Background: an optimization exercise with open tools, aiming at small area and a short achievable clock period. Do not read the settings as production practice.
Only simulation tests tie the RTL to the original design; equivalence was not proved.

==> flow/design.v, too long to show whole: its modules and the start of the top module <==
// module resampler_q15: 8404 lines
// module fa_cell: 4 lines
module resampler_q15 #(
    parameter TAP_COUNT = 9,
    parameter DATA_WIDTH = 16
)(
    input  logic                  clk,
    input  logic                  rst_n,
    input  logic signed [31:0]    ppm_in,
    input  logic [TAP_COUNT*DATA_WIDTH-1:0] coeffs,
    input  logic [DATA_WIDTH-1:0] data_in,
    input  logic                  data_in_valid,
    output logic                  data_in_ready,
    output logic [DATA_WIDTH-1:0] data_out,
    output logic                  data_out_valid
);
  // ...
==> flow/flow/run.sh <==
#!/bin/bash
# The standard layout (the standard.sh, ORFS synthesis to final), with the
# resizer's setup repair aimed below the clock period so that it buffers and
# sizes the design's long paths, and with the synthesis buffers removed at
# floorplan so that the resizer buffers those nets itself. The SDC and every
# other setting are the standard flow's.
set -euo pipefail
bash standard.sh SETUP_SLACK_MARGIN=12.5 REMOVE_ABC_BUFFERS=1 finish > standard_make.log 2>&1
==> flow/standard.sh <==
#!/bin/bash
# synth_recipe.tcl (not shown) runs the flow's synth.tcl, then flattens the netlist and writes it again
# the make line also repeats each setting of config.mk as NAME=value (left out here)
make -C /OpenROAD-flow-scripts/flow DESIGN_CONFIG=/design/flow/config.mk WORK_HOME=/design/flow/orfs CLKGATE_MAP_FILE= SYNTH_SCRIPT=/design/flow/synth_recipe.tcl "${@:-finish}"
==> flow/config.mk <==
export PLATFORM = sky130hd
export DESIGN_NAME = resampler_q15
export DESIGN_NICKNAME = resampler_q15
export VERILOG_FILES = /design/flow/design.v
export SDC_FILE = /design/flow/constraint.sdc
export NUM_CORES = 4
export LEC_CHECK = 0
export ABC_AREA = 1
export CAP_MARGIN = 20
export CORE_MARGIN = 2
export CORE_UTILIZATION = 65
export SLEW_MARGIN = 20
export SYNTH_HIERARCHICAL = 1
export SYNTH_MINIMUM_KEEP_SIZE = 0
==> flow/constraint.sdc <==
create_clock -name core_clock -period 19.0 [get_ports {clk}]
set_input_delay 3.8000 -clock core_clock [delete_from_list [all_inputs] [get_ports {clk}]]
set_output_delay 3.8000 -clock core_clock [all_outputs]
set_load 0.01 [all_outputs]
==> results.py, run 1 <==
metrics = {
    "layout": {
        "nNonClkBuffers": 457,
        "seq_share": 0.117,
        "design.seq.count": 345,
        "clk_share": 0.0262,
        "inverters": 518,
        "antennaDiodeCount": 0,
        "fin_area_sq_um": 69000,
    },
    "worst_hold_path": {
        "min_path_cells": 2,
    },
    "synth": {
        "yosysMostFrequentCell": "xor2_1",
        "ys_ff_latch": 345,
        "synth-async-reset-ratio": 0.583,
        "ys_seq_area_frac": 0.129,
        "synth_common_cells": "1167 x xor2_1, 1064 x o22ai_1, 1045 x nand2_1, 879 x fa_1, 489 x inv_1",
        "synth-xor-area-share": 0.168,
    },
    "die": {
        "taps": 1265,
        "io_pins": 213,
        "core_sq_um": 94700,
        "die_x_um": 313,
    },
    "critical_path": {
        "cp-start-kind": "flip-flop",
        "cp-endpoint": "yb[6]",
        "arrival_ns": 7.30,
        "critPathBufInv": 6,
        "cp_data_required_time_ns": 19.61,
    },
    "timing": {
        "hold_violations": 0,
        "relSlewSlack": 0.337,
        "finalCritPeriodShare": 0.352,
        "min_period_ns": 6.69,
    },
    "grt": {
        "grt_usage": 0.406,
        "overflow": 0,
        "grt_max_degree": 97,
        "grt_pass1_vias": 56800,
    },
    "outcome": {
        "status": "complete, no violations",
    },
    "route": {
        "via_per_inst": 6.56,
        "drtAntennaViolNets": 0,
    },
    "cts": {
        "cts_tree": "done",
        "hold_buffers": 0,
    },
}
==> run 2, diff against run 1 <==
--- a/flow/design.v
+++ b/flow/design.v
@@ -8,29 +8,30 @@
     input  logic [TAP_COUNT*DATA_WIDTH-1:0] coeffs,
     input  logic [DATA_WIDTH-1:0] data_in,
     input  logic                  data_in_valid,
     output logic                  data_in_ready,
     output logic [DATA_WIDTH-1:0] data_out,
     output logic                  data_out_valid
 );
     logic signed [31:0] ppm_accum;
+    logic [31:0] acc_next;       
     logic overflow, shift;
     logic [TAP_COUNT*DATA_WIDTH-1:0] creg;
     logic [15:0] x;
     logic [15:0] w0, w1, w2, w3, w4, w5, w6;
     logic [15:0] q;
     logic [19:0] ya, yb;
     logic yc;
     assign data_in_ready = 1'b1;
     assign overflow = ppm_accum[31] ^ ppm_accum[30];
     assign shift = overflow & data_in_valid;
     always_ff @(posedge clk or negedge rst_n)
         if (!rst_n) ppm_accum <= '0;
-        else ppm_accum <= ppm_accum + ppm_in;
+        else ppm_accum <= acc_next;
     always_ff @(posedge clk)
         creg <= coeffs;
     logic bxo0, bxt0, bxn0;
     logic bxo1, bxt1, bxn1;
     logic bxo2, bxt2, bxn2;
     logic bxo3, bxt3, bxn3;
     logic bxo4, bxt4, bxn4;
     logic bxo5, bxt5, bxn5;
@@ -4171,16 +4172,225 @@
     logic k4117;
     logic o4118;
     logic k4119;
     logic o4120;
     logic k4121;
     logic o4122;
     logic k4123;
     logic o4124;
+    logic g4125;
+    logic g4126;
+    logic g4127;
+    logic g4128;
+    logic g4129;
+    logic g4130;
+    logic g4131;
+    logic g4132;
+    logic g4133;
+    logic g4134;
+    logic g4135;
+    logic g4136;
+    logic g4137;
+    logic g4138;
+    logic g4139;
+    logic g4140;
+    logic g4141;
+    logic g4142;
+    logic g4143;
+    logic g4144;
+    logic g4145;
+    logic g4146;
+    logic g4147;
+    logic g4148;
+    logic g4149;
+    logic g4150;
+    logic g4151;
+    logic g4152;
+    logic g4153;
+    logic g4154;
+    logic g4155;
+    logic g4156;
+    logic x4157;
+    logic x4158;
+    logic x4159;
+    logic x4160;
+    logic x4161;
+    logic x4162;
+    logic x4163;
+    logic x4164;
+    logic x4165;
+    logic x4166;
+    logic x4167;
+    logic x4168;
+    logic x4169;
+    logic x4170;
+    logic x4171;
+    logic x4172;
+    logic x4173;
+    logic x4174;
+    logic x4175;
+    logic x4176;
+    logic x4177;
+    logic x4178;
+    logic x4179;
+    logic x4180;
+    logic x4181;
+    logic x4182;
+    logic x4183;
+    logic x4184;
+    logic x4185;
+    logic x4186;
+    logic x4187;
+    logic x4188;
+    logic g4189;
+    logic t4190;
+    logic g4191;
+    logic t4192;
+    logic g4193;
+    logic t4194;
+    logic g4195;
+    logic t4196;
+    logic g4197;
+    logic t4198;
+    logic g4199;
+    logic t4200;
+    logic g4201;
+    logic t4202;
+    logic g4203;
+    logic t4204;
+    logic g4205;
+    logic t4206;
+    logic g4207;
+    logic t4208;
+    logic g4209;
+    logic t4210;
+    logic g4211;
+    logic t4212;
+    logic g4213;
+    logic t4214;
+    logic g4215;
+    logic t4216;
+    logic g4217;
+    logic t4218;
+    logic g4219;
+    logic t4220;
+    logic g4221;
+    logic t4222;
+    logic g4223;
+    logic t4224;
+    logic g4225;
+    logic t4226;
+    logic g4227;
+    logic t4228;
+    logic g4229;
+    logic t4230;
+    logic g4231;
+    logic t4232;
+    logic g4233;
+    logic t4234;
+    logic g4235;
+    logic t4236;
+    logic g4237;
+    logic t4238;
+    logic g4239;
+    logic t4240;
+    logic g4241;
+    logic t4242;
+    logic g4243;
+    logic t4244;
+    logic g4245;
+    logic t4246;
+    logic g4247;
+    logic t4248;
+    logic g4249;
+    logic t4250;
+    logic g4251;
+    logic t4252;
+    logic g4253;
+    logic t4254;
+    logic g4255;
+    logic t4256;
+    logic g4257;
+    logic t4258;
+    logic g4259;
+    logic t4260;
+    logic g4261;
+    logic t4262;
+    logic g4263;
+    logic t4264;
+    logic g4265;
+    logic t4266;
+    logic g4267;
+    logic t4268;
+    logic g4269;
+    logic t4270;
+    logic g4271;
+    logic t4272;
+    logic g4273;
+    logic t4274;
+    logic g4275;
+    logic t4276;
+    logic g4277;
+    logic t4278;
+    logic g4279;
+    logic t4280;
+    logic g4281;
+    logic t4282;
+    logic g4283;
+    logic t4284;
+    logic g4285;
+    logic t4286;
+    logic g4287;
+    logic t4288;
+    logic g4289;
+    logic t4290;
+    logic g4291;
+    logic t4292;
+    logic g4293;
+    logic t4294;
+    logic g4295;
+    logic t4296;
+    logic g4297;
+    logic t4298;
+    logic g4299;
+    logic t4300;
+    logic g4301;
+    logic t4302;
+    logic o4303;
+    logic o4304;
+    logic o4305;
+    logic o4306;
+    logic o4307;
+    logic o4308;
+    logic o4309;
+    logic o4310;
+    logic o4311;
+    logic o4312;
+    logic o4313;
+    logic o4314;
+    logic o4315;
+    logic o4316;
+    logic o4317;
+    logic o4318;
+    logic o4319;
+    logic o4320;
+    logic o4321;
+    logic o4322;
+    logic o4323;
+    logic o4324;
+    logic o4325;
+    logic o4326;
+    logic o4327;
+    logic o4328;
+    logic o4329;
+    logic o4330;
+    logic o4331;
+    logic o4332;
+    logic o4333;
     assign bxo0 = x[0] ^ 1'b0;
     assign bxt0 = (x[1] & ~x[0] & ~1'b0) | (~x[1] & x[0] & 1'b0);
     assign bxn0 = x[1];
     assign bxo1 = x[2] ^ x[1];
     assign bxt1 = (x[3] & ~x[2] & ~x[1]) | (~x[3] & x[2] & x[1]);
     assign bxn1 = x[3];
     assign bxo2 = x[4] ^ x[3];
     assign bxt2 = (x[5] & ~x[4] & ~x[3]) | (~x[5] & x[4] & x[3]);
@@ -8367,17 +8577,227 @@
     assign k4117 = g4083 | (t4084 & yc);
     assign o4118 = x4006 ^ k4117;
     assign k4119 = g4085 | (t4086 & yc);
     assign o4120 = x4008 ^ k4119;
     assign k4121 = g4087 | (t4088 & yc);
     assign o4122 = x4010 ^ k4121;
     assign k4123 = g4089 | (t4090 & yc);
     assign o4124 = x4012 ^ k4123;
+    assign g4125 = ppm_accum[0] & ppm_in[0];
+    assign g4126 = ppm_accum[1] & ppm_in[1];
+    assign g4127 = ppm_accum[2] & ppm_in[2];
+    assign g4128 = ppm_accum[3] & ppm_in[3];
+    assign g4129 = ppm_accum[4] & ppm_in[4];
+    assign g4130 = ppm_accum[5] & ppm_in[5];
+    assign g4131 = ppm_accum[6] & ppm_in[6];
+    assign g4132 = ppm_accum[7] & ppm_in[7];
+    assign g4133 = ppm_accum[8] & ppm_in[8];
+    assign g4134 = ppm_accum[9] & ppm_in[9];
+    assign g4135 = ppm_accum[10] & ppm_in[10];
+    assign g4136 = ppm_accum[11] & ppm_in[11];
+    assign g4137 = ppm_accum[12] & ppm_in[12];
+    assign g4138 = ppm_accum[13] & ppm_in[13];
+    assign g4139 = ppm_accum[14] & ppm_in[14];
+    assign g4140 = ppm_accum[15] & ppm_in[15];
+    assign g4141 = ppm_accum[16] & ppm_in[16];
+    assign g4142 = ppm_accum[17] & ppm_in[17];
+    assign g4143 = ppm_accum[18] & ppm_in[18];
+    assign g4144 = ppm_accum[19] & ppm_in[19];
+    assign g4145 = ppm_accum[20] & ppm_in[20];
+    assign g4146 = ppm_accum[21] & ppm_in[21];
+    assign g4147 = ppm_accum[22] & ppm_in[22];
+    assign g4148 = ppm_accum[23] & ppm_in[23];
+    assign g4149 = ppm_accum[24] & ppm_in[24];
+    assign g4150 = ppm_accum[25] & ppm_in[25];
+    assign g4151 = ppm_accum[26] & ppm_in[26];
+    assign g4152 = ppm_accum[27] & ppm_in[27];
+    assign g4153 = ppm_accum[28] & ppm_in[28];
+    assign g4154 = ppm_accum[29] & ppm_in[29];
+    assign g4155 = ppm_accum[30] & ppm_in[30];
+    assign g4156 = ppm_accum[31] & ppm_in[31];
+    assign x4157 = ppm_accum[0] ^ ppm_in[0];
+    assign x4158 = ppm_accum[1] ^ ppm_in[1];
+    assign x4159 = ppm_accum[2] ^ ppm_in[2];
+    assign x4160 = ppm_accum[3] ^ ppm_in[3];
+    assign x4161 = ppm_accum[4] ^ ppm_in[4];
+    assign x4162 = ppm_accum[5] ^ ppm_in[5];
+    assign x4163 = ppm_accum[6] ^ ppm_in[6];
+    assign x4164 = ppm_accum[7] ^ ppm_in[7];
+    assign x4165 = ppm_accum[8] ^ ppm_in[8];
+    assign x4166 = ppm_accum[9] ^ ppm_in[9];
+    assign x4167 = ppm_accum[10] ^ ppm_in[10];
+    assign x4168 = ppm_accum[11] ^ ppm_in[11];
+    assign x4169 = ppm_accum[12] ^ ppm_in[12];
+    assign x4170 = ppm_accum[13] ^ ppm_in[13];
+    assign x4171 = ppm_accum[14] ^ ppm_in[14];
+    assign x4172 = ppm_accum[15] ^ ppm_in[15];
+    assign x4173 = ppm_accum[16] ^ ppm_in[16];
+    assign x4174 = ppm_accum[17] ^ ppm_in[17];
+    assign x4175 = ppm_accum[18] ^ ppm_in[18];
+    assign x4176 = ppm_accum[19] ^ ppm_in[19];
+    assign x4177 = ppm_accum[20] ^ ppm_in[20];
+    assign x4178 = ppm_accum[21] ^ ppm_in[21];
+    assign x4179 = ppm_accum[22] ^ ppm_in[22];
+    assign x4180 = ppm_accum[23] ^ ppm_in[23];
+    assign x4181 = ppm_accum[24] ^ ppm_in[24];
+    assign x4182 = ppm_accum[25] ^ ppm_in[25];
+    assign x4183 = ppm_accum[26] ^ ppm_in[26];
+    assign x4184 = ppm_accum[27] ^ ppm_in[27];
+    assign x4185 = ppm_accum[28] ^ ppm_in[28];
+    assign x4186 = ppm_accum[29] ^ ppm_in[29];
+    assign x4187 = ppm_accum[30] ^ ppm_in[30];
+    assign x4188 = ppm_accum[31] ^ ppm_in[31];
+    assign g4189 = g4126 | (x4158 & g4125);
+    assign t4190 = x4158 & x4157;
+    assign g4191 = g4128 | (x4160 & g4127);
+    assign t4192 = x4160 & x4159;
+    assign g4193 = g4130 | (x4162 & g4129);
+    assign t4194 = x4162 & x4161;
+    assign g4195 = g4132 | (x4164 & g4131);
+    assign t4196 = x4164 & x4163;
+    assign g4197 = g4134 | (x4166 & g4133);
+    assign t4198 = x4166 & x4165;
+    assign g4199 = g4136 | (x4168 & g4135);
+    assign t4200 = x4168 & x4167;
+    assign g4201 = g4138 | (x4170 & g4137);
+    assign t4202 = x4170 & x4169;
+    assign g4203 = g4140 | (x4172 & g4139);
+    assign t4204 = x4172 & x4171;
+    assign g4205 = g4142 | (x4174 & g4141);
+    assign t4206 = x4174 & x4173;
+    assign g4207 = g4144 | (x4176 & g4143);
+    assign t4208 = x4176 & x4175;
+    assign g4209 = g4146 | (x4178 & g4145);
+    assign t4210 = x4178 & x4177;
+    assign g4211 = g4148 | (x4180 & g4147);
+    assign t4212 = x4180 & x4179;
+    assign g4213 = g4150 | (x4182 & g4149);
+    assign t4214 = x4182 & x4181;
+    assign g4215 = g4152 | (x4184 & g4151);
+    assign t4216 = x4184 & x4183;
+    assign g4217 = g4154 | (x4186 & g4153);
+    assign t4218 = x4186 & x4185;
+    assign g4219 = g4156 | (x4188 & g4155);
+    assign t4220 = x4188 & x4187;
+    assign g4221 = g4191 | (t4192 & g4189);
+    assign t4222 = t4192 & t4190;
+    assign g4223 = g4195 | (t4196 & g4193);
+    assign t4224 = t4196 & t4194;
+    assign g4225 = g4199 | (t4200 & g4197);
+    assign t4226 = t4200 & t4198;
+    assign g4227 = g4203 | (t4204 & g4201);
+    assign t4228 = t4204 & t4202;
+    assign g4229 = g4207 | (t4208 & g4205);
+    assign t4230 = t4208 & t4206;
+    assign g4231 = g4211 | (t4212 & g4209);
+    assign t4232 = t4212 & t4210;
+    assign g4233 = g4215 | (t4216 & g4213);
+    assign t4234 = t4216 & t4214;
+    assign g4235 = g4219 | (t4220 & g4217);
+    assign t4236 = t4220 & t4218;
+    assign g4237 = g4223 | (t4224 & g4221);
+    assign t4238 = t4224 & t4222;
+    assign g4239 = g4227 | (t4228 & g4225);
+    assign t4240 = t4228 & t4226;
+    assign g4241 = g4231 | (t4232 & g4229);
+    assign t4242 = t4232 & t4230;
+    assign g4243 = g4235 | (t4236 & g4233);
+    assign t4244 = t4236 & t4234;
+    assign g4245 = g4239 | (t4240 & g4237);
+    assign t4246 = t4240 & t4238;
+    assign g4247 = g4243 | (t4244 & g4241);
+    assign t4248 = t4244 & t4242;
+    assign g4249 = g4247 | (t4248 & g4245);
+    assign t4250 = t4248 & t4246;
+    assign g4251 = g4241 | (t4242 & g4245);
+    assign t4252 = t4242 & t4246;
+    assign g4253 = g4225 | (t4226 & g4237);
+    assign t4254 = t4226 & t4238;
+    assign g4255 = g4229 | (t4230 & g4245);
+    assign t4256 = t4230 & t4246;
+    assign g4257 = g4233 | (t4234 & g4251);
+    assign t4258 = t4234 & t4252;
+    assign g4259 = g4193 | (t4194 & g4221);
+    assign t4260 = t4194 & t4222;
+    assign g4261 = g4197 | (t4198 & g4237);
+    assign t4262 = t4198 & t4238;
+    assign g4263 = g4201 | (t4202 & g4253);
+    assign t4264 = t4202 & t4254;
+    assign g4265 = g4205 | (t4206 & g4245);
+    assign t4266 = t4206 & t4246;
+    assign g4267 = g4209 | (t4210 & g4255);
+    assign t4268 = t4210 & t4256;
+    assign g4269 = g4213 | (t4214 & g4251);
+    assign t4270 = t4214 & t4252;
+    assign g4271 = g4217 | (t4218 & g4257);
+    assign t4272 = t4218 & t4258;
+    assign g4273 = g4127 | (x4159 & g4189);
+    assign t4274 = x4159 & t4190;
+    assign g4275 = g4129 | (x4161 & g4221);
+    assign t4276 = x4161 & t4222;
+    assign g4277 = g4131 | (x4163 & g4259);
+    assign t4278 = x4163 & t4260;
+    assign g4279 = g4133 | (x4165 & g4237);
+    assign t4280 = x4165 & t4238;
+    assign g4281 = g4135 | (x4167 & g4261);
+    assign t4282 = x4167 & t4262;
+    assign g4283 = g4137 | (x4169 & g4253);
+    assign t4284 = x4169 & t4254;
+    assign g4285 = g4139 | (x4171 & g4263);
+    assign t4286 = x4171 & t4264;
+    assign g4287 = g4141 | (x4173 & g4245);
+    assign t4288 = x4173 & t4246;
+    assign g4289 = g4143 | (x4175 & g4265);
+    assign t4290 = x4175 & t4266;
+    assign g4291 = g4145 | (x4177 & g4255);
+    assign t4292 = x4177 & t4256;
+    assign g4293 = g4147 | (x4179 & g4267);
+    assign t4294 = x4179 & t4268;
+    assign g4295 = g4149 | (x4181 & g4251);
+    assign t4296 = x4181 & t4252;
+    assign g4297 = g4151 | (x4183 & g4269);
+    assign t4298 = x4183 & t4270;
+    assign g4299 = g4153 | (x4185 & g4257);
+    assign t4300 = x4185 & t4258;
+    assign g4301 = g4155 | (x4187 & g4271);
+    assign t4302 = x4187 & t4272;
+    assign o4303 = x4158 ^ g4125;
+    assign o4304 = x4159 ^ g4189;
+    assign o4305 = x4160 ^ g4273;
+    assign o4306 = x4161 ^ g4221;
+    assign o4307 = x4162 ^ g4275;
+    assign o4308 = x4163 ^ g4259;
+    assign o4309 = x4164 ^ g4277;
+    assign o4310 = x4165 ^ g4237;
+    assign o4311 = x4166 ^ g4279;
+    assign o4312 = x4167 ^ g4261;
+    assign o4313 = x4168 ^ g4281;
+    assign o4314 = x4169 ^ g4253;
+    assign o4315 = x4170 ^ g4283;
+    assign o4316 = x4171 ^ g4263;
+    assign o4317 = x4172 ^ g4285;
+    assign o4318 = x4173 ^ g4245;
+    assign o4319 = x4174 ^ g4287;
+    assign o4320 = x4175 ^ g4265;
+    assign o4321 = x4176 ^ g4289;
+    assign o4322 = x4177 ^ g4255;
+    assign o4323 = x4178 ^ g4291;
+    assign o4324 = x4179 ^ g4267;
+    assign o4325 = x4180 ^ g4293;
+    assign o4326 = x4181 ^ g4251;
+    assign o4327 = x4182 ^ g4295;
+    assign o4328 = x4183 ^ g4269;
+    assign o4329 = x4184 ^ g4297;
+    assign o4330 = x4185 ^ g4257;
+    assign o4331 = x4186 ^ g4299;
+    assign o4332 = x4187 ^ g4271;
+    assign o4333 = x4188 ^ g4301;
     assign q = {o459, o457, o455, o453, o451, o449, o447, o445, o443, o441, o439, o437, o435, o433, o431, o429};
+    assign acc_next = {o4333, o4332, o4331, o4330, o4329, o4328, o4327, o4326, o4325, o4324, o4323, o4322, o4321, o4320, o4319, o4318, o4317, o4316, o4315, o4314, o4313, o4312, o4311, o4310, o4309, o4308, o4307, o4306, o4305, o4304, o4303, x4157};
     always_ff @(posedge clk or negedge rst_n)
         if (!rst_n) begin
             x <= '0;
             w0 <= 16'haaa6;
             w1 <= 16'hfffc;
             w2 <= 16'h5552;
             w3 <= 16'haaa8;
             w4 <= 16'hfffe;
==> flow/flow/run.sh (replaced) <==
#!/bin/bash
# The standard layout (the standard.sh, ORFS synthesis to final), with:
# - the resizer's setup repair aimed below the clock period, so that it buffers
#   and sizes the design's long paths;
# - the synthesis buffers removed at floorplan, so that the resizer buffers
#   those nets itself;
# - the port buffers made as sky130_fd_sc_hd__buf_1 (the resizer sizes them up
#   where a path needs it).
# The SDC and every other setting are the standard flow's.
set -euo pipefail
bash standard.sh SETUP_SLACK_MARGIN=12.5 REMOVE_ABC_BUFFERS=1 \
  "BUFFER_PORTS_ARGS=-buffer_cell sky130_fd_sc_hd__buf_1" finish > standard_make.log 2>&1
==> run 2 against run 1 <==
Worst hold slack about the same; critical endpoint is now yb[7]; utilization down 1.0 points.
==> results.py, run 2 <==
metrics = {
    "synth": {
        "synth_common_cells": "1158 x xor2_1, 1066 x o22ai_1, 1030 x nand2_1, 894 x fa_1, 477 x inv_1",
        "netlist_area_sq_um": 61300,
        "synth.distinct_cells": 46,
        "netlist_instances": 7099,
        "ys_seq_area_frac": 0.130,
        "synth_edf_count": 0,
        "syn_area_per_cell_sq_um": 8.63,
        "synth.area.top_cells": "fa_1 29%, xor2_1 17%, o22ai_1 11%, ha_1 7.1%, nand2_1 6.3%",
        "synth_top_flop_cell": "dfxtp_1",
        "synth-async-reset-ratio": 0.583,
        "yosys_warnings": 7,
        "synth_top_area_frac": 0.292,
        "synth_top_area_cell": "fa_1",
        "ys_ff_latch": 345,
        "yosysMostFrequentCell": "xor2_1",
    },
    "critical_path": {
        "cp_data_required_time_ns": 19.61,
        "crit_type": "reg2reg",
        "critPathBufInv": 6,
        "critPathTopFamily": "adder cells",
        "max_stage_delay_ns": 0.59,
        "cpMostUsedCell": "fa_2",
        "cp-start-kind": "flip-flop",
        "cp-end-kind": "flip-flop",
        "cpMaxStageDelayCell": "fa_2",
        "arrival_ns": 7.21,
        "path_max_fanout": 21,
    },
    "timing": {
        "relSlewSlack": 0.315,
        "holdWs_ns": 0.469,
        "fmax_mhz": 152,
        "min_period_ns": 6.60,
        "finalCritPeriodShare": 0.347,
        "final.setup_skew_ns": 0.0217,
        "fin_tns_setup_ns": 0,
        "hold_violations": 0,
        "grt_setup_unrepaired": "true",
        "worst_slew_pin_slew_ns": 1.03,
        "finalMaxSlewViolations": 0,
        "setup_violations": 0,
    },
    "grt": {
        "antenna_found_initial": 2,
        "grt_max_degree": 92,
        "grt_usage": 0.407,
        "grt_pass1_wl_um": 312000,
        "grt_pass1_vias": 55700,
        "overflow": 0,
    },
    "layout": {
        "layout_commonest_cell": "xor2_1",
        "final_cell_mix": "1151 x xor2_1, 1050 x o22ai_1, 992 x nand2_1",
        "largest_register": "creg",
        "synthToLayoutAreaGrowth_pct": 9.43,
        "reg.largest.list": "creg: 144 flops, ppm_accum: 32 flops",
        "nets": 8475,
        "largest_register_ffs": 144,
        "antennaDiodeCount": 0,
        "drive_above_1_share": 0.0957,
        "final_cells": 8331,
    },
    "route": {
        "drtIter0Drc": 6008,
        "totalWireLength_um": 200000,
        "dr.pass1.iters": 8,
        "vias": 54800,
        "avgRoutedWirePerCell_um": 24.1,
        "via_per_inst": 6.58,
        "route.detailed.drc": 0,
        "drtAntennaViolNets": 0,
    },
    "cts": {
        "clockBufferDepth": 3,
        "numCtsBuffers": 46,
        "worstSkewPairLatency_ns": 0.66,
        "root_buffer": "clkbuf_16",
        "clkSlewWorstSetupHoldPaths_ns": 0.07,
        "htree_levels": 2,
        "cts_tree": "done",
        "cts_num_sinks": 345,
        "hold_buffers": 0,
    },
    "die": {
        "start_util": 0.656,
        "core_sq_um": 93300,
        "die_area_sq_um": 96700,
        "die_x_um": 311,
        "io_pins": 213,
        "num_rows": 112,
        "fp.dieH_um": 311,
    },
    "place": {
        "gp_congestion": 0.902,
        "io_buffers": 211,
        "dp_cells": 8094,
        "hpwl_um": 126000,
    },
    "worst_hold_path": {
        "hp-class": "reg2reg",
    },
    "job": {
        "cap_violations": 0,
    },
    "outcome": {
        "status": "complete, no violations",
    },
}
[run 2: cell types whose count changed after synthesis, moves of 15 or more]
cell / change
nand2_1: -15
fa_1: +15
a21oi_1: -15
buf_1: -30
nand2_2: -34
clkbuf_1: +29
nor2_1: -37
[run 2: worst paths after layout]
kind,startpoint,endpoint,slack (ns),cells past startpoint
min in group asynchronous,rst_n,ppm_accum[18],3.05,1
min reg2reg,w6[13],w6[13],0.47,2
max reg2reg,x[3],yb[7],12.40,27
max in group asynchronous,rst_n,x[13],13.92,3
min,w6[13],w6[13],0.47,2
max,x[3],yb[7],12.40,27
[run 2: routing by layer]
layer / routed length, um / GRT usage
met2: 89900 / 0.633
met3: 24000 / 0.0978
met1: 77300 / 0.543
met4: 9230 / 0.183
met5: 21 / 0
[run 2: cell type report]
type / instances / area [sq um]
clock buffer: 56 / 1260
clock inverter: 30 / 410
fill: 7321 / 26300
inverter: 506 / 2010
multi-input combinational: 5682 / 50100
sequential: 345 / 8060
tap: 1254 / 1570
timing repair buffer: 457 / 3630
timing repair inverter: 1 / 5.00
[run 2: cell families (layout without fill, tap and decap cells)]
logic type               Yosys count  after routing  synth area share
AND/OR/NAND/NOR                 1715           1717             0.113
AO/OA/AOI/OAI                   1544           1544             0.155
adder cells (fa/ha/maj)         1244           1244             0.363
XOR/XNOR                        1176           1176             0.168
buffers and inverters           1074           1050            0.0699
flip-flops                       345            345             0.130
other                              1              1         0.0000612
[run 2: per-stage QoR]
step	cell area (sq um)	util	worst slack, ns
floorplan	58900	-	5.08
global placement	62200	0.666	11.06
detailed placement	62200	0.666	11.01
CTS	65400	0.701	12.46
global route	67000	0.718	12.16
finish	67000	0.718	12.40
[run 2: repair_timing]
action | CTS | global route
gates cloned | 10 | 8
pin swaps | 31 | 102
gates resized for setup | 166 | 274
endpoints found under the setup margin | 154 | 114
buffers inserted | 74 | 59
[run 2: tightest hold or removal path, stage by stage, from the launching register on]
cell,delay (ns)
dfstp_2,0.37
nand2_1,0.05
nand2_1,0.05
[run 2: Yosys stat by module (local to each module, per instance)]
module	cells	area, sq um
fa_cell	1	20.0
resampler_q15	6229	43800
==> run 3, diff against run 2 <==
--- a/flow/config.mk
+++ b/flow/config.mk
@@ -10,3 +10,4 @@
 export CORE_MARGIN = 2
-export CORE_UTILIZATION = 65
+export CORE_UTILIZATION = 68
+export CTS_BUF_LIST = sky130_fd_sc_hd__clkbuf_4 sky130_fd_sc_hd__clkbuf_8
 export SLEW_MARGIN = 20
==> run 3 against run 2 <==
Still clean; routed wire length grew 2.1%; setup slack lost 0.12 ns; first-iteration DRC count grew 12%; sequential share of layout area shrank 0.093 points; cell area grew 0.79%; critical path type unchanged; critical endpoint is now yb[5]; highest routed layer unchanged.
==> results.py, run 3 <==
metrics = {
    "critical_path": {
        "crit_type": "reg2reg",
        "r2r_cells": 29,
        "path_max_fanout": 6,
        "max_stage_delay_ns": 0.54,
        "cpMaxStageDelayCell": "fa_2",
        "r2r_start": "creg[19]",
        "cp-end-kind": "flip-flop",
        "critical_path.startpoint": "creg[19]",
        "cp_data_required_time_ns": 19.72,
        "arrival_ns": 7.44,
        "cp-start-kind": "flip-flop",
        "cpMostUsedCell": "fa_2",
    },
    "cts": {
        "numCtsBuffers": 74,
        "clkSlewWorstSetupHoldPaths_ns": 0.06,
        "htree_levels": 3,
        "cts_num_sinks": 345,
        "worstSkewPairLatency_ns": 0.79,
        "cts_tree": "done",
        "clockBufferDepth": 3,
        "root_buffer": "clkbuf_8",
        "hold_buffers": 0,
    },
    "timing": {
        "holdWs_ns": 0.472,
        "setup_violations": 0,
        "fin_tns_setup_ns": 0,
        "hold_violations": 0,
        "grt_setup_unrepaired": "true",
        "min_period_ns": 6.72,
        "finalCritPeriodShare": 0.354,
        "finalMaxSlewViolations": 0,
        "relSlewSlack": 0.289,
        "fmax_mhz": 149,
        "worst_slew_pin_slew_ns": 1.07,
        "final.setup_skew_ns": 0.0431,
    },
    "layout": {
        "post-route-util": 0.754,
        "reg.largest.list": "creg: 144 flops, ppm_accum: 32 flops",
        "synthToLayoutAreaGrowth_pct": 10.3,
        "layout_commonest_cell": "xor2_1",
        "nets": 8527,
        "final_cell_mix": "1146 x xor2_1, 1040 x o22ai_1, 980 x nand2_1",
        "fin_area_sq_um": 67600,
        "drive_above_1_share": 0.113,
        "largest_register_ffs": 144,
        "largest_register": "creg",
        "final_cells": 8334,
    },
    "grt": {
        "grt_pass1_vias": 56200,
        "grt_pass1_wl_um": 310000,
        "grt_usage": 0.424,
        "grt_max_degree": 107,
        "overflow": 0,
        "antenna_found_initial": 6,
    },
    "die": {
        "io_pins": 213,
        "die_area_sq_um": 92500,
        "die_x_um": 304,
        "core_sq_um": 89600,
        "start_util": 0.684,
        "fp.dieH_um": 304,
        "num_rows": 110,
    },
    "route": {
        "drtIter0Drc": 6715,
        "drtAntennaViolNets": 0,
        "vias": 56000,
        "via_per_inst": 6.71,
        "totalWireLength_um": 205000,
        "avgRoutedWirePerCell_um": 24.5,
        "route.detailed.drc": 0,
        "dr.pass1.iters": 7,
    },
    "synth": {
        "netlist_instances": 7099,
        "synth-async-reset-ratio": 0.583,
        "yosys_warnings": 7,
        "synth_top_flop_cell": "dfxtp_1",
        "synth_top_area_frac": 0.292,
        "synth.area.top_cells": "fa_1 29%, xor2_1 17%, o22ai_1 11%, ha_1 7.1%, nand2_1 6.3%",
        "syn_area_per_cell_sq_um": 8.63,
        "synth_top_area_cell": "fa_1",
        "ys_seq_area_frac": 0.130,
        "netlist_area_sq_um": 61300,
        "synth_common_cells": "1158 x xor2_1, 1066 x o22ai_1, 1030 x nand2_1, 894 x fa_1, 477 x inv_1",
        "synth.distinct_cells": 46,
        "ys_ff_latch": 345,
        "synth_edf_count": 0,
        "yosysMostFrequentCell": "xor2_1",
    },
    "worst_hold_path": {
        "min_path_cells": 1,
        "hp-class": "reg2reg",
        "holdCritStartpoint": "ppm_accum[0]",
    },
    "place": {
        "io_buffers": 211,
        "placed_area_sq_um": 62100,
        "dp_cells": 8011,
        "hpwl_um": 123000,
        "gp_congestion": 0.925,
    },
    "outcome": {
        "status": "complete, no violations",
    },
    "job": {
        "cap_violations": 0,
    },
}
## run 3: cell counts after synthesis
No cell type changed its count.
## run 3: worst paths after layout
| kind | end | slack, ns |
|---|---|---|
| worst max-delay path | yb[5] | 12.28 |
| worst max register to register | yb[5] | 12.28 |
| worst min register to register | ppm_accum[0] | 0.47 |
| worst min-delay path | ppm_accum[0] | 0.47 |
| min in group asynchronous | ya[8] | 3.08 |
| max in group asynchronous | x[9] | 13.98 |
## run 3: worst max-delay path, delay by kind of cell (launching register included)
kind | cells | cell delay (ns)
adders and majority gates | 9 | 4.30
and+or+nand+nor | 8 | 0.68
AOI/OAI and AO/OA | 5 | 0.54
buffers and inverters | 6 | 0.50
DFF | 1 | 0.37
xor gates and xnor gates | 1 | 0.22
## run 3: final cells by class
class / count / area, sq um
timing repair buffer: 479 / 3780
timing repair inverter: 1 / 5.00
inverter: 506 / 2020
multi-input combinational: 5684 / 50500
clock inverter: 26 / 277
sequential: 345 / 8070
clock buffer: 111 / 1420
fill: 6615 / 22000
antenna: 6 / 15.0
tap: 1176 / 1470
## run 3: metrics by stage
| stage | worst slack (ns) |
|---|---|
| 3_3_place_gp | 11.29 |
| 6_report | 12.28 |
| 4_1_cts | 12.41 |
| 5_1_grt | 12.09 |
| 2_1_floorplan | 5.08 |
| 3_5_place_dp | 11.14 |
## run 3: per-layer routing
metal / GRT usage / vias up / share of wire
met1: 0.551 / 27200 / 0.37
met2: 0.664 / 4025 / 0.45
met4: 0.206 / 2 / 0.057
li1: - / 23900 / -
met5: 0 / - / 0.000088
met3: 0.110 / 877 / 0.12
## run 3: per-module statistics from Yosys, one instance, submodules excluded
| module | cell area, sq um | cells inside |
|---|---|---|
| resampler_q15 | 43800 | 6229 |
| fa_cell | 20.0 | 1 |
## run 3: logic make-up (layout without fill, tap and decap cells)
family | Yosys count | in the layout | synth area share
adder cells (fa/ha/maj) | 1244 | 1244 | 0.363
other | 1 | 7 | 0.0000612
AO/OA/AOI/OAI | 1544 | 1544 | 0.155
buffers and inverters | 1074 | 1123 | 0.0699
XOR/XNOR | 1176 | 1176 | 0.168
AND/OR/NAND/NOR | 1715 | 1719 | 0.113
flip-flops | 345 | 345 | 0.130
## run 3: what timing repair did
action,in CTS,in global routing
pin swaps,63,133
gates resized for setup,223,278
endpoints found under the setup margin,154,112
buffers inserted,93,69
cloned,8,9
hold endpoints to repair,0,0
==> run 4, diff against run 3 <==
--- a/flow/flow/run.sh
+++ b/flow/flow/run.sh
@@ -10,3 +10,3 @@
 set -euo pipefail
-bash standard.sh SETUP_SLACK_MARGIN=12.5 REMOVE_ABC_BUFFERS=1 \
+bash standard.sh SETUP_SLACK_MARGIN=12.8 REMOVE_ABC_BUFFERS=1 \
   "BUFFER_PORTS_ARGS=-buffer_cell sky130_fd_sc_hd__buf_1" finish > standard_make.log 2>&1
--- a/flow/config.mk
+++ b/flow/config.mk
@@ -10,4 +10,3 @@
 export CORE_MARGIN = 2
-export CORE_UTILIZATION = 68
-export CTS_BUF_LIST = sky130_fd_sc_hd__clkbuf_4 sky130_fd_sc_hd__clkbuf_8
+export CORE_UTILIZATION = 65
 export SLEW_MARGIN = 20
==> run 4 against run 3 <==
Clock skew decreased by 0.019 ns; flip-flop and latch count unchanged; cell count rose by 0.73%.
==> results.py, run 4 <==
metrics = {
    "critical_path": {
        "r2r-end": "yb[10]",
        "critPathTopFamily": "adder cells",
        "r2r_cells": 22,
        "cp_data_required_time_ns": 19.54,
        "cp-end-kind": "flip-flop",
        "r2r_start": "x[12]",
        "critPathBufInv": 4,
        "cp-start-kind": "flip-flop",
        "crit_type": "reg2reg",
        "path_cells": "clkinvlp_4, buf_4, o22ai_2, xor2_1, fa_2, fa_2, fa_1, fa_1, ha_4, inv_1, o21bai_4, a21oi_4, inv_4, a21oi_4, a21o_1, nand2_2, fa_2, fa_2, fa_2, fa_2, nand2_1, nand2_1",
        "arrival_ns": 7.07,
        "reg2reg_slack_ns": 12.47,
        "path_max_fanout": 12,
        "max_stage_delay_ns": 0.54,
        "cpMostUsedCell": "fa_2",
        "cpMaxStageDelayCell": "fa_2",
    },
    "place": {
        "post-place-ws_ns": 11.01,
        "gp_congestion": 0.902,
        "hpwl_um": 126000,
        "io_buffers": 211,
        "placed_area_sq_um": 62200,
    },
    "timing": {
        "min_period_ns": 6.53,
        "relSlewSlack": 0.302,
        "setup_slack_ns": 12.47,
        "finalMaxSlewViolations": 0,
        "finalCritPeriodShare": 0.344,
        "grt_setup_unrepaired": "true",
        "setup_violations": 0,
        "final.setup_skew_ns": 0.0239,
        "hold_violations": 0,
        "fmax_mhz": 153,
        "fin_tns_setup_ns": 0,
        "worst_slew_pin_slew_ns": 1.05,
        "holdWs_ns": 0.471,
    },
    "layout": {
        "synthToLayoutAreaGrowth_pct": 11.9,
        "layout_commonest_cell": "xor2_1",
        "fin_area_sq_um": 68600,
        "largest_register_ffs": 144,
        "reg.largest.list": "creg: 144 flops, ppm_accum: 32 flops",
        "nets": 8534,
        "largest_register": "creg",
        "final_cell_mix": "1148 x xor2_1, 1041 x o22ai_1, 973 x nand2_1",
        "drive_above_1_share": 0.117,
    },
    "route": {
        "route.detailed.drc": 0,
        "drtAntennaViolNets": 0,
        "via_per_inst": 6.64,
        "avgRoutedWirePerCell_um": 24.9,
        "totalWireLength_um": 209000,
        "drtIter0Drc": 6123,
        "dr.pass1.iters": 8,
        "vias": 55800,
    },
    "synth": {
        "synth_top_area_cell": "fa_1",
        "netlist_area_sq_um": 61300,
        "yosys_warnings": 7,
        "synth_top_flop_cell": "dfxtp_1",
        "synth.distinct_cells": 46,
        "yosysMostFrequentCell": "xor2_1",
        "synth_common_cells": "1158 x xor2_1, 1066 x o22ai_1, 1030 x nand2_1, 894 x fa_1, 477 x inv_1",
        "syn_area_per_cell_sq_um": 8.63,
        "synth_edf_count": 0,
        "synth.area.top_cells": "fa_1 29%, xor2_1 17%, o22ai_1 11%, ha_1 7.1%, nand2_1 6.3%",
        "ys_ff_latch": 345,
        "ys_seq_area_frac": 0.130,
        "synth-async-reset-ratio": 0.583,
        "netlist_instances": 7099,
        "synth_top_area_frac": 0.292,
    },
    "grt": {
        "grt_max_degree": 92,
        "grt_pass1_wl_um": 316000,
        "antenna_found_initial": 4,
        "grt_pass1_vias": 56200,
        "overflow": 0,
        "grt_usage": 0.412,
    },
    "worst_hold_path": {
        "hp-class": "reg2reg",
        "min_path_cells": 2,
        "holdCritStartpoint": "w4[7]",
        "min_to": "w4[7]",
    },
    "die": {
        "die_x_um": 311,
        "die_area_sq_um": 96700,
        "start_util": 0.656,
        "fp.dieH_um": 311,
        "io_pins": 213,
        "core_sq_um": 93300,
        "num_rows": 112,
    },
    "cts": {
        "htree_levels": 2,
        "clkSlewWorstSetupHoldPaths_ns": 0.06,
        "worstSkewPairLatency_ns": 0.67,
        "clockBufferDepth": 3,
        "cts_tree": "done",
        "numCtsBuffers": 46,
        "hold_buffers": 0,
        "cts_num_sinks": 345,
        "root_buffer": "clkbuf_16",
    },
    "job": {
        "cap_violations": 0,
    },
    "outcome": {
        "status": "complete, no violations",
    },
}
## run 4: cell count changes in the layout (fill, tap and decap cells not counted), moves of 9 or more
cell	change
clkbuf_8	-92
clkbuf_16	+56
fa_1	-18
fa_2	+18
clkbuf_4	-17
nand2_4	+14
inv_4	+12
buf_16	+11
buf_6	+10
buf_4	+9
## run 4: layer usage
metal | up-vias | share of wire | global-route usage | routed length, um
li1 | 23900 | - | - | -
met1 | 27400 | 0.38 | 0.542 | 78700
met2 | 3750 | 0.44 | 0.637 | 93000
met3 | 759 | 0.13 | 0.109 | 26300
met4 | 6 | 0.053 | 0.196 | 11100
met5 | - | 0.00017 | 0 | 35
## run 4: per-module statistics from Yosys, one instance, submodules excluded
module         copies in the design  cells inside  flip-flops and latches  area (sq um)
resampler_q15                     1          6229                     345         43800
fa_cell                         870             1                       0          20.0
## run 4: layout make-up
cell class              count  area (sq um)
flip-flops and latches    345          8070
repair buffers            510          4370
repair inverters            3          15.0
well taps                1254          1570
diodes                      5          12.5
fillers                  7078         24800
clock inverters            30           410
inverters                 506          2070
multi-input cells        5686         50800
clock buffers              56          1260
## run 4: cell families (layout without fill, tap and decap cells)
kind of cell / after synthesis / after routing / share of synthesized area
AND/OR/NAND/NOR: 1715 / 1721 / 0.113
AO/OA/AOI/OAI: 1544 / 1544 / 0.155
adder cells (fa/ha/maj): 1244 / 1244 / 0.363
XOR/XNOR: 1176 / 1176 / 0.168
buffers and inverters: 1074 / 1105 / 0.0699
flip-flops: 345 / 345 / 0.130
other: 1 / 6 / 0.0000612
## run 4: worst max-delay path by stage
stage              from  slack, ns  cells past startpoint     end
6_report          x[12]      12.47                     22  yb[10]
5_1_grt        creg[19]      12.26                     30   yb[7]
3_3_place_gp   creg[17]      11.06                     29   yb[7]
2_1_floorplan     x[15]       5.08                     20  w5[12]
4_1_cts        creg[19]      12.57                     30   yb[7]
3_5_place_dp   creg[17]      11.01                     29   yb[7]
## run 4: what timing repair did
action | CTS | global route
setup endpoints to repair | 163 | 127
cloned | 12 | 19
pin swaps | 97 | 153
gates resized for setup | 325 | 300
setup buffers | 105 | 74
## run 4: worst reg2reg max path, cell delays in order, from the launching register on
cell        delay (ns)
dfrtp_2           0.50
clkinvlp_4        0.25
buf_4             0.26
o22ai_2           0.20
xor2_1            0.22
fa_2              0.49
fa_2              0.40
fa_1              0.52
fa_1              0.46
ha_4              0.26
inv_1             0.16
o21bai_4          0.10
a21oi_4           0.19
inv_4             0.09
a21oi_4           0.13
a21o_1            0.13
nand2_2           0.08
fa_2              0.48
fa_2              0.36
fa_2              0.54
fa_2              0.42
nand2_1           0.10
nand2_1           0.07
## run 4: per-stage QoR
stage                      util  cells
after floorplan               -   6531
after global placement    0.666   8094
after detailed placement  0.666   8094
after CTS                 0.711   8297
after global routing      0.735   8390
final                     0.735   8395
==> run 5, diff against run 4 <==
--- a/flow/flow/run.sh
+++ b/flow/flow/run.sh
@@ -10,3 +10,3 @@
 set -euo pipefail
-bash standard.sh SETUP_SLACK_MARGIN=12.8 REMOVE_ABC_BUFFERS=1 \
+bash standard.sh SETUP_SLACK_MARGIN=12.5 REMOVE_ABC_BUFFERS=1 \
   "BUFFER_PORTS_ARGS=-buffer_cell sky130_fd_sc_hd__buf_1" finish > standard_make.log 2>&1
--- a/flow/config.mk
+++ b/flow/config.mk
@@ -11,2 +11,4 @@
 export CORE_UTILIZATION = 65
+export CTS_CLUSTER_DIAMETER = 100
+export CTS_CLUSTER_SIZE = 24
 export SLEW_MARGIN = 20
==> run 5 against run 4 <==
Worst hold slack improved by 0.0021 ns; fmax fell by 0.55%; first-iteration DRC count decreased by 9.0%; critical endpoint is now yb[7]; largest cell class unchanged; highest routed layer is now met4.
==> results.py, run 5 <==
metrics = {
    "synth": {
        "yosys_warnings": 7,
        "netlist_area_sq_um": 61300,
        "syn_area_per_cell_sq_um": 8.63,
        "synth_top_flop_cell": "dfxtp_1",
        "synth_top_area_cell": "fa_1",
        "netlist_instances": 7099,
        "synth_compound_area_frac": 0.155,
        "synth.area.top_cells": "fa_1 29%, xor2_1 17%, o22ai_1 11%, ha_1 7.1%, nand2_1 6.3%",
        "synth_edf_count": 0,
        "synth-async-reset-ratio": 0.583,
        "ys_seq_area_frac": 0.130,
        "synth.distinct_cells": 46,
        "synthSimpleGateAreaFrac": 0.113,
        "ys_ff_latch": 345,
        "synth-xor-area-share": 0.168,
        "synth_top_family_by_area": "adder cells",
        "synth_common_cells": "1158 x xor2_1, 1066 x o22ai_1, 1030 x nand2_1, 894 x fa_1, 477 x inv_1",
        "synthMuxAreaShare": 0,
        "yosysMostFrequentCell": "xor2_1",
        "synth_fa_ha_area_frac": 0.363,
        "synth_top_area_frac": 0.292,
    },
    "grt": {
        "grt_pass1_vias": 55400,
        "overflow": 0,
        "antenna_found_initial": 1,
        "grt_usage": 0.403,
        "grt_pass1_wl_um": 311000,
        "grt_max_degree": 92,
    },
    "outcome": {
        "status": "complete, no violations",
    },
    "timing": {
        "grt_setup_unrepaired": "true",
        "relSlewSlack": 0.333,
        "min_period_ns": 6.56,
        "setup_violations": 0,
        "fin_tns_setup_ns": 0,
        "hold_violations": 0,
        "final.setup_skew_ns": 0.0257,
        "finalMaxSlewViolations": 0,
        "fmax_mhz": 152,
        "worst_slew_pin_slew_ns": 0.999,
        "finalCritPeriodShare": 0.345,
    },
    "die": {
        "core_sq_um": 93300,
        "die_x_um": 311,
        "num_rows": 112,
        "fp.dieH_um": 311,
        "start_util": 0.656,
        "io_pins": 213,
        "die_area_sq_um": 96700,
    },
    "place": {
        "hpwl_um": 126000,
        "io_buffers": 211,
        "dp_cells": 8094,
        "gp_congestion": 0.902,
    },
    "critical_path": {
        "cp_data_required_time_ns": 19.58,
        "cpMostUsedCell": "fa_2",
        "cp-end-kind": "flip-flop",
        "cp-start-kind": "input port",
        "crit_type": "in2reg",
        "cpMaxStageDelayCell": "fa_2",
        "path_cells": "buf_1, clkinvlp_4, buf_4, o22ai_1, xor2_1, fa_2, fa_2, fa_2, fa_2, nand2_1, nand2_1",
        "path_max_fanout": 10,
        "max_stage_delay_ns": 0.56,
        "arrival_ns": 7.15,
    },
    "route": {
        "drtIter0Drc": 5573,
        "route.detailed.drc": 0,
        "totalWireLength_um": 199000,
        "vias": 54400,
        "drtAntennaViolNets": 0,
        "dr.pass1.iters": 8,
        "via_per_inst": 6.57,
        "avgRoutedWirePerCell_um": 24.0,
    },
    "cts": {
        "htree_levels": 1,
        "clockBufferDepth": 3,
        "hold_buffers": 0,
        "numCtsBuffers": 31,
        "cts_tree": "done",
        "clkSlewWorstSetupHoldPaths_ns": 0.09,
        "cts_num_sinks": 345,
        "worstSkewPairLatency_ns": 0.69,
        "root_buffer": "clkbuf_16",
    },
    "job": {
        "cap_violations": 0,
    },
    "layout": {
        "nets": 8443,
        "final_cell_mix": "1150 x xor2_1, 1048 x o22ai_1, 988 x nand2_1",
        "post-route-util": 0.711,
        "synthToLayoutAreaGrowth_pct": 8.35,
        "largest_register_ffs": 144,
        "largest_register": "creg",
        "antennaDiodeCount": 0,
        "layout_commonest_cell": "xor2_1",
        "drive_above_1_share": 0.0931,
        "final_cells": 8286,
        "reg.largest.list": "creg: 144 flops, ppm_accum: 32 flops",
    },
    "worst_hold_path": {
        "hp-class": "reg2reg",
    },
}
## run 5: kinds of logic after synthesis
family,count (synthesis)
flops,345
other cells,1
compound gates,1544
xor+xnor,1176
fa+ha+maj,1244
buf+inv,1074
simple gates,1715
## run 5: repair_timing
action                     4_1_cts  5_1_grt
setup endpoints to repair      153      116
hold endpoints to repair         0        0
cloned                           8        7
gates resized for setup        168      267
setup buffers                   69       50
pin swaps                       27       82
## run 5: cell type report
class / instances / area (sq um)
well taps: 1254 / 1570
inverters: 506 / 1990
clock inverters: 24 / 314
flip-flops and latches: 345 / 8060
fillers: 7446 / 26900
multi-input cells: 5682 / 50200
clock buffers: 34 / 840
repair buffers: 440 / 3390
repair inverters: 1 / 7.51
## run 5: path summary, 6_finish.rpt
kind                                   from           end  slack (ns)  cells past startpoint
worst min register to register        w4[7]         w4[7]        0.47                      2
worst max register to register         x[3]         yb[7]       12.45                     27
worst min-delay path                  w4[7]         w4[7]        0.47                      2
min in group asynchronous             rst_n  ppm_accum[4]        3.03                      1
max in group asynchronous             rst_n         x[13]       13.93                      3
worst max-delay path            data_in[15]         yb[7]       12.44                     11
## run 5: modules after synthesis (local to each module, per instance)
module	times used	cells
resampler_q15	1	6229
fa_cell	870	1
## run 5: stage by stage
| stage | setup WS [ns] | hold slack [ns] | cell area [sq um] |
|---|---|---|---|
| 2_1_floorplan | 5.08 | 0.443 | 58900 |
| 5_1_grt | 12.18 | 0.490 | 66400 |
| 3_3_place_gp | 11.06 | 0.453 | 62200 |
| 3_5_place_dp | 11.01 | 0.461 | 62200 |
| 6_report | 12.44 | 0.473 | 66400 |
| 4_1_cts | 12.43 | 0.475 | 64900 |
## run 5: worst max-delay path, delay by kind of cell
| family | cells | cell delay [ns] |
|---|---|---|
| adder cells (fa/ha/maj) | 4 | 1.89 |
| AO/OA/AOI/OAI | 1 | 0.21 |
| buffers and inverters | 3 | 0.84 |
| XOR/XNOR | 1 | 0.28 |
| AND/OR/NAND/NOR | 2 | 0.13 |
## run 5: layer usage
metal / GRT usage / up-vias / part of all wire
met2: 0.632 / 3458 / 0.45
met4: 0.161 / 0 / 0.044
met1: 0.542 / 26700 / 0.39
met3: 0.0946 / 619 / 0.12
li1: - / 23700 / -
met5: 0 / - / 0

## re-timing with driven ports
How much do the figures lean on ideal ports? The routed layouts below were timed once more, with nothing changed but the port constraints.
Step 1 assumes that a clkbuf_16 drives the clock port and a buf_2 every other input.
Step 2 adds t to the input delays and takes it off the output delays; t is the mean of the earliest and latest rising clock arrival at the registers after step 1. Input paths then give back, and output paths get back, about the clock's delay inside the block.
Three values: ideal ports, drivers, drivers and shift; two values: the first two.
run | shift t [ns] | setup slack, ns | worst setup path after step 2 | worst slew at a driven data input, ns
run 1 | 0.743 | 12.311 / 12.311 / 11.790 | input to register | 0.05
run 2 | 0.729 | 12.401 / 12.386 / 11.921 | input to register | 0.04
run 3 | 0.848 | 12.280 / 12.280 / 11.716 | input to register | 0.08
run 4 | 0.729 | 12.472 / 12.437 / 12.002 | input to register | 0.04
run 5 | 0.760 | 12.436 / 12.449 / 11.721 | input to register | 0.04
After both steps every run listed still meets setup and hold. For run 5, which loses most, drivers alone change the setup slack by +0.013 ns; drivers and shift together by -0.715 ns.
